This is an optimization exercise on Yosys and OpenROAD, whose aim is small area and a short achievable clock period, not a production implementation.
Where RTL was checked, it was by simulation tests only, not by an equivalence proof against the original.
Power and IR drop assume default switching activity.

// Kernel
module Kernel(
    input  [7:0]  pixel_in,
    input         clk,
    input         rst_n,
    input         rst_clk,
    output [31:0] z_out,
    output        slow_clk_out
);
==> module Kernel, before the edit <==
module Kernel(
    input  [7:0]  pixel_in,
    input         clk,
    input         rst_n,
    input         rst_clk,
    output [31:0] z_out,
    output        slow_clk_out
);
    reg [2:0] j;
    reg       j2;
    always @(posedge clk or negedge rst_clk) begin
        if (!rst_clk) j <= 3'b000;
        else          j <= {j[1], j[0], ~j2};
    end
    always @(posedge clk) j2 <= j[1] & rst_clk;
    assign slow_clk_out = j[2];
    wire c5_nx = j[0] & ~j[1];       
    reg  slot;                       
    always @(posedge clk) slot <= c5_nx;
    wire at_c1 = j[1] & ~j[0];       
    reg rst_seen, rst_prev;
    wire seen_nx = ~rst_n | (rst_seen & ~slot);
    wire prev_nx = slot ? (rst_seen | ~rst_n) : rst_prev;
    wire kill_nx = seen_nx | (prev_nx & ~c5_nx);
    always @(posedge clk) begin
        rst_seen <= seen_nx;
        rst_prev <= prev_nx;
    end
    reg [3:0] n;                     
    always @(posedge clk) begin
        if (!rst_n)                  n <= 4'd0;
        else if (slot && n != 4'd13) n <= n + 4'd1;
    end
    wire v_lane = rst_n & ~j2 & (n >= 4'd6);
    wire v_reg  = rst_n & j2 & j[0] & (n >= 4'd7);
    wire w_lane = rst_n & ~j2 & (n >= 4'd12);
    wire w_reg  = rst_n & j2 & j[0] & (n >= 4'd13);
    reg [3:0] ev;
    reg [6:0] od;
    reg       x_lo;                  
    always @(posedge clk) begin
        if (slot) begin
            ev[3:1] <= {pixel_in[6], pixel_in[4], pixel_in[2]};
            od[6:4] <= {pixel_in[7], pixel_in[5], pixel_in[3]};
            od[2:0] <= 3'b000;
        end else begin
            ev[3:1] <= {1'b0, ev[3:2]};
            od[6:4] <= {1'b0, od[6:5]};
            od[2:0] <= od[3:1];
        end
        ev[0] <= (slot ? pixel_in[0] : ev[1]) & ~seen_nx;
        od[3] <= (slot ? pixel_in[1] : od[4]) & ~seen_nx;
        x_lo  <= od[3] & ~slot & ~seen_nx;
    end
    wire [1:0] x1 = {od[3], ev[0]};      
    wire [1:0] x2 = {ev[0], x_lo};       
    reg [70:1] lane;
    always @(posedge clk) lane <= {lane[69:1], j2 ? ev[0] : od[0]};
    reg [1:0] hb [1:12];                 
    integer k;
    always @(posedge clk) begin
        if (at_c1) begin
            hb[1] <= {od[5], ev[2]};
            for (k = 2; k <= 12; k = k + 1) hb[k] <= hb[k-1];
        end
    end
    reg [1:0] v, w;
    always @(posedge clk) begin
        v <= ({2{v_lane}} & {lane[30], lane[33]}) | ({2{v_reg}} & hb[6]);
        w <= ({2{w_lane}} & {lane[66], lane[69]}) | ({2{w_reg}} & hb[12]);
    end
    reg v_lo, w_lo;
    wire [1:0] v2 = {v[0], v_lo};
    wire [1:0] w2 = {w[0], w_lo};
    wire [1:0] r, s, q, s1, c1, t2in, z;
    wire       r_co, s_co, q_co, s1_co, c1_co, t2_co, z_co;
    reg        r_cy, s_cy, q_cy, s1_cy, c1_cy, t2_cy, z_cy;
    reg  [1:0] r_q, r_qq, s_q, q_q, s1_q;
    reg  [9:0] t3, t2;               
    add2 a_r  (.a(v),    .b(w2),   .ci(r_cy),  .s(r),    .co(r_co));
    add2 a_s  (.a(v2),   .b(w),    .ci(s_cy),  .s(s),    .co(s_co));
    add2 a_q  (.a(r_q),  .b(t2[9:8]), .ci(q_cy),  .s(q),    .co(q_co));
    add2 a_s1 (.a(s_q),  .b(t3[9:8]), .ci(s1_cy), .s(s1),   .co(s1_co));
    add2 a_c1 (.a(x2),   .b(r_qq), .ci(c1_cy), .s(c1),   .co(c1_co));
    add2 a_t2 (.a(x1),   .b(s1_q), .ci(t2_cy), .s(t2in), .co(t2_co));
    add2 a_z  (.a(x2),   .b(q_q),  .ci(z_cy),  .s(z),    .co(z_co));
    always @(posedge clk or negedge rst_n) begin
        if (!rst_n) begin
            v_lo <= 1'b0;  w_lo <= 1'b0;
            r_cy <= 1'b0;  s_cy <= 1'b0;  q_cy <= 1'b0;  s1_cy <= 1'b0;
            r_q  <= 2'b00; r_qq <= 2'b00; s_q <= 2'b00; q_q <= 2'b00; s1_q <= 2'b00;
        end else begin
            v_lo <= v[1];  w_lo <= w[1];
            r_cy <= r_co;  s_cy <= s_co;  q_cy <= q_co;  s1_cy <= s1_co;
            r_q  <= r;     r_qq <= r_q;   s_q <= s;      q_q <= q;      s1_q <= s1;
        end
    end
    always @(posedge clk) begin
        c1_cy <= c1_co;  t2_cy <= t2_co;  z_cy <= z_co;
        t3[7:0] <= {t3[5:0], c1};
        t3[9:8] <= t3[7:6] & {2{~kill_nx}};
        t2[7:0] <= {t2[5:0], t2in};
        t2[9:8] <= t2[7:6] & {2{~kill_nx}};
    end
    reg [9:0]  zs;      
    reg [11:0] zr;
    always @(posedge clk) begin
        zs <= {z, zs[9:2]};
        if (!rst_n)    zr <= 12'd0;
        else if (slot) zr <= rst_seen ? 12'd0 : {z, zs};
    end
    assign z_out = {20'd0, zr};
endmodule
clock: 3.0 ns
lec_check: 0
cap_margin: 20
core_margin: 2
core_utilization: 40
setup_slack_margin: 1.4
slew_margin: 20
standard.sh (not shown) runs the stock make flow with config.mk's settings and CLKGATE_MAP_FILE= SYNTH_SCRIPT=/design/flow/synth_recipe.tcl, a recipe that flattens the netlist after the stock synthesis.
==> flow/flow/run.sh <==
#!/bin/bash
# The standard layout (standard.sh), with these changes:
#  - CTS arguments below (no dummy loads, chosen clock buffers);
#  - buf_2 port buffers; one tie cell for the constant outputs;
#  - after the standard synthesis, fixfa.py flips full adders that Yosys
#    built with inverted inputs and outputs back to true polarity (same
#    function, fewer inverters); registers are untouched.
# make's output goes to flow_*.log here; each step's log is under orfs/logs.
set -euo pipefail
ARGS=(
  "CTS_ARGS=-sink_clustering_enable -repair_clock_nets -dont_use_dummy_load -buf_list sky130_fd_sc_hd__clkbuf_8 -root_buf sky130_fd_sc_hd__clkbuf_16"
  "BUFFER_PORTS_ARGS=-buffer_cell sky130_fd_sc_hd__buf_2"
  SKIP_REPAIR_TIE_FANOUT=1
)
R=orfs/results/sky130hd/Kernel/base
bash standard.sh "${ARGS[@]}" synth > flow_synth.log 2>&1
python3 flow/fixfa.py $R/1_2_yosys.v $R/1_2_yosys_fixfa.v > fixfa.log 2>&1
cp $R/1_2_yosys.v $R/1_2_yosys_orig.v
mv $R/1_2_yosys_fixfa.v $R/1_2_yosys.v
bash standard.sh "${ARGS[@]}" finish > flow_finish.log 2>&1
Other scripts of this flow, unchanged in this note and not shown: flow/flow/fixfa.py
Next try:
--- a/flow/design.v
+++ b/flow/design.v
@@ -112,11 +112,12 @@
         t2[9:8] <= t2[7:6] & {2{~kill_nx}};
     end
     reg [9:0]  zs;      
     reg [11:0] zr;
+    wire [1:0] ztop = {q_q[1] ^ (q_q[0] & z_cy), q_q[0] ^ z_cy};
     always @(posedge clk) begin
         zs <= {z, zs[9:2]};
         if (!rst_n)    zr <= 12'd0;
-        else if (slot) zr <= rst_seen ? 12'd0 : {z, zs};
+        else if (slot) zr <= rst_seen ? 12'd0 : {ztop, zs};
     end
     assign z_out = {20'd0, zr};
 endmodule
Outcome: Routed wire length rose by 0.64%; global-route usage is lower by 0.32 points; power is about the same; cell area is about the same; setup slack improves by 68 ps; sequential power barely changes; final cell count rises by 0.39%; synthesized cell count climbs by 0.93%; die area goes up by 0.50%; non-clock buffer count fell by 1; maximum frequency rises by about 4.7%; combinational power barely changes; worst hold slack got worse by 210 ps.
The RTL of the first run of this note was laid out without a check of its function.

## oak
Kernel, a different RTL version from the one above (not shown whole).
Size: ~210 flip-flops, about 44 I/O pins, ~5500 um2 of cells after synthesis.
==> module Kernel, before the edit <==
module Kernel(
    input  [7:0]  pixel_in,
    input         clk,
    input         rst_n,
    input         rst_clk,
    output [31:0] z_out,
    output        slow_clk_out
);
    reg [1:0] cnt;
    reg       s;
    always @(posedge clk or negedge rst_clk) begin
        if (!rst_clk) begin
            cnt <= 2'd0;
            s   <= 1'b0;
        end else if (cnt == 2'd2) begin
            cnt <= 2'd0;
            s   <= ~s;
        end else begin
            cnt <= cnt + 2'd1;
        end
    end
    assign slow_clk_out = s;
    wire slot = (cnt == 2'd2) & ~s;    
    reg rst_seen, rst_prev;
    always @(posedge clk) begin
        rst_seen <= ~rst_n | (rst_seen & ~slot);
        if (slot) rst_prev <= rst_seen | ~rst_n;
    end
    wire kill = rst_seen | rst_prev;
    reg [7:0] px;
    reg       px_lo;   
    always @(posedge clk) begin
        if (slot) px <= pixel_in;
        else      px <= {2'b00, px[7:2]};
        px_lo <= px[1] & ~slot;
    end
    wire [1:0] x1 = {px[1], px[0]} & {2{~rst_seen}};    
    wire [1:0] x2 = {px[0], px_lo} & {2{~rst_seen}};    
    wire [1:0] out [1:15];
    assign out[15] = x2;
    genvar k;
    generate
        for (k = 14; k >= 1; k = k - 1) begin : tap
            reg  [11:0] dl;
            always @(posedge clk) dl <= {dl[9:0], out[k+1]};
            wire [1:0] din = dl[11:10] & {2{~kill}};
            wire co;
            if (k == 1 || k == 3 || k == 8 || k == 13) begin : w2
                reg cy;
                wire c0;
                fa f0 (.a(din[0]), .b(x2[0]), .c(cy), .s(out[k][0]), .co(c0));
                fa f1 (.a(din[1]), .b(x2[1]), .c(c0), .s(out[k][1]), .co(co));
                always @(posedge clk) cy <= co;
            end else if (k == 2 || k == 7 || k == 9 || k == 14) begin : w1
                reg cy;
                wire c0;
                fa f0 (.a(din[0]), .b(x1[0]), .c(cy), .s(out[k][0]), .co(c0));
                fa f1 (.a(din[1]), .b(x1[1]), .c(c0), .s(out[k][1]), .co(co));
                always @(posedge clk) cy <= co;
            end else begin : w0
                assign out[k] = din;
            end
        end
    endgenerate
    reg [9:0]  zs;      
    reg [11:0] zr;
    always @(posedge clk) begin
        zs <= {out[1], zs[9:2]};
        if (!rst_n)    zr <= 12'd0;
        else if (slot) zr <= rst_seen ? 12'd0 : {out[1], zs};
    end
    assign z_out = {20'd0, zr};
endmodule
export LEC_CHECK = 0
export CAP_MARGIN = 20
export CORE_MARGIN = 2
export CORE_UTILIZATION = 40
export SLEW_MARGIN = 20
create_clock -name core_clock -period 3.0 [get_ports {clk}]
run.sh (not shown) runs the stock make flow with config.mk's settings and CLKGATE_MAP_FILE= SYNTH_SCRIPT=/design/flow/synth_recipe.tcl, a recipe that flattens the netlist after the stock synthesis.
Stock flow here: none of the scripts above is used.
Setup changes, oak to pine
diff --git a/flow/design.v b/flow/design.v
--- a/flow/design.v
+++ b/flow/design.v
@@ -9,46 +9,43 @@
     input         rst_clk,
     output [31:0] z_out,
     output        slow_clk_out
 );
-    reg [1:0] cnt;
-    reg       s;
+    reg [2:0] j;
     always @(posedge clk or negedge rst_clk) begin
-        if (!rst_clk) begin
-            cnt <= 2'd0;
-            s   <= 1'b0;
-        end else if (cnt == 2'd2) begin
-            cnt <= 2'd0;
-            s   <= ~s;
-        end else begin
-            cnt <= cnt + 2'd1;
-        end
+        if (!rst_clk) j <= 3'b000;
+        else          j <= {j[1], j[0], ~j[2]};
     end
-    assign slow_clk_out = s;
-    wire slot = (cnt == 2'd2) & ~s;    
+    assign slow_clk_out = j[2];
+    reg slot;                        
+    always @(posedge clk) slot <= j[0] & ~j[1];
     reg rst_seen, rst_prev;
+    wire seen_nx = ~rst_n | (rst_seen & ~slot);
+    wire kill_nx = ~rst_n | rst_seen | (rst_prev & ~slot);    
     always @(posedge clk) begin
-        rst_seen <= ~rst_n | (rst_seen & ~slot);
+        rst_seen <= seen_nx;
         if (slot) rst_prev <= rst_seen | ~rst_n;
     end
-    wire kill = rst_seen | rst_prev;
     reg [7:0] px;
     reg       px_lo;   
     always @(posedge clk) begin
-        if (slot) px <= pixel_in;
-        else      px <= {2'b00, px[7:2]};
-        px_lo <= px[1] & ~slot;
+        px[7:2] <= slot ? pixel_in[7:2] : {2'b00, px[7:4]};
+        px[1:0] <= (slot ? pixel_in[1:0] : px[3:2]) & {2{~seen_nx}};
+        px_lo   <= px[1] & ~slot & ~seen_nx;
     end
-    wire [1:0] x1 = {px[1], px[0]} & {2{~rst_seen}};    
-    wire [1:0] x2 = {px[0], px_lo} & {2{~rst_seen}};    
+    wire [1:0] x1 = {px[1], px[0]};    
+    wire [1:0] x2 = {px[0], px_lo};    
     wire [1:0] out [1:15];
     assign out[15] = x2;
     genvar k;
     generate
         for (k = 14; k >= 1; k = k - 1) begin : tap
             reg  [11:0] dl;
-            always @(posedge clk) dl <= {dl[9:0], out[k+1]};
-            wire [1:0] din = dl[11:10] & {2{~kill}};
+            always @(posedge clk) begin
+                dl[9:0]   <= {dl[7:0], out[k+1]};
+                dl[11:10] <= dl[9:8] & {2{~kill_nx}};
+            end
+            wire [1:0] din = dl[11:10];
             wire co;
             if (k == 1 || k == 3 || k == 8 || k == 13) begin : w2
                 reg cy;
                 wire c0;
Results
- Relative to oak, routed wire length increased by 790 um in pine.
- Area growth from synthesis to layout (lower): pine
- No stage failed in pine, and the final checks on the layout all came back clean.
- The buffering overhead on oak is in line with that on pine.
- [pine] net switching share of the total power fell 0.71 points relative to oak
- Total power of pine is higher than that of oak.
- Looking at total power density per cell area across pine and oak, the one that comes out higher is pine.
- Comparing pine and oak, the lower reported leakage power was measured on pine.
- [compare] base=oak new=pine: fraction of area in registers now smaller; share of synthesized area occupied by flip-flops and latches now smaller; number of vias in the routed layout now larger; die outline area now larger; sequential power comparable.
Function not checked in pine: the RTL went through the layout flow alone.

[afterwards: timing with drivers on the ports]
The flow's constraints put no driver on any port. The routed layouts listed below were extracted and timed again, unchanged, in two steps.
Step 1 assumes that a clkbuf_16 drives the clock port and a buf_2 every other input.
Step 2 times the ports against the registers' clock, not the clock port: input delays grow and output delays shrink by t, the midpoint of the rising clock arrivals with the driver on.
Slacks: ideal / step 1 / step 2; pairs: ideal / step 1.
run	shift t [ns]	setup WS [ns]	worst setup path after step 2	clock arrival spread, ns	pins driven straight from the clock port
the first run of note 1	0.403	1.474 / 1.474 / 1.177	input to register	0.060 / 0.060	1
the second run of note 1	0.398	1.542 / 1.517 / 1.275	input to register	0.039 / 0.040	1
oak	0.512	0.794 / 0.794 / 0.794	register to register	0.009 / 0.009	1
pine	0.512	1.023 / 0.985 / 1.067	input to register	0.015 / 0.015	1
After both steps setup and hold are still met in every run listed. For the first run of note 1, which loses most, drivers alone change the setup slack by 0.000 ns; drivers and shift together by -0.297 ns.
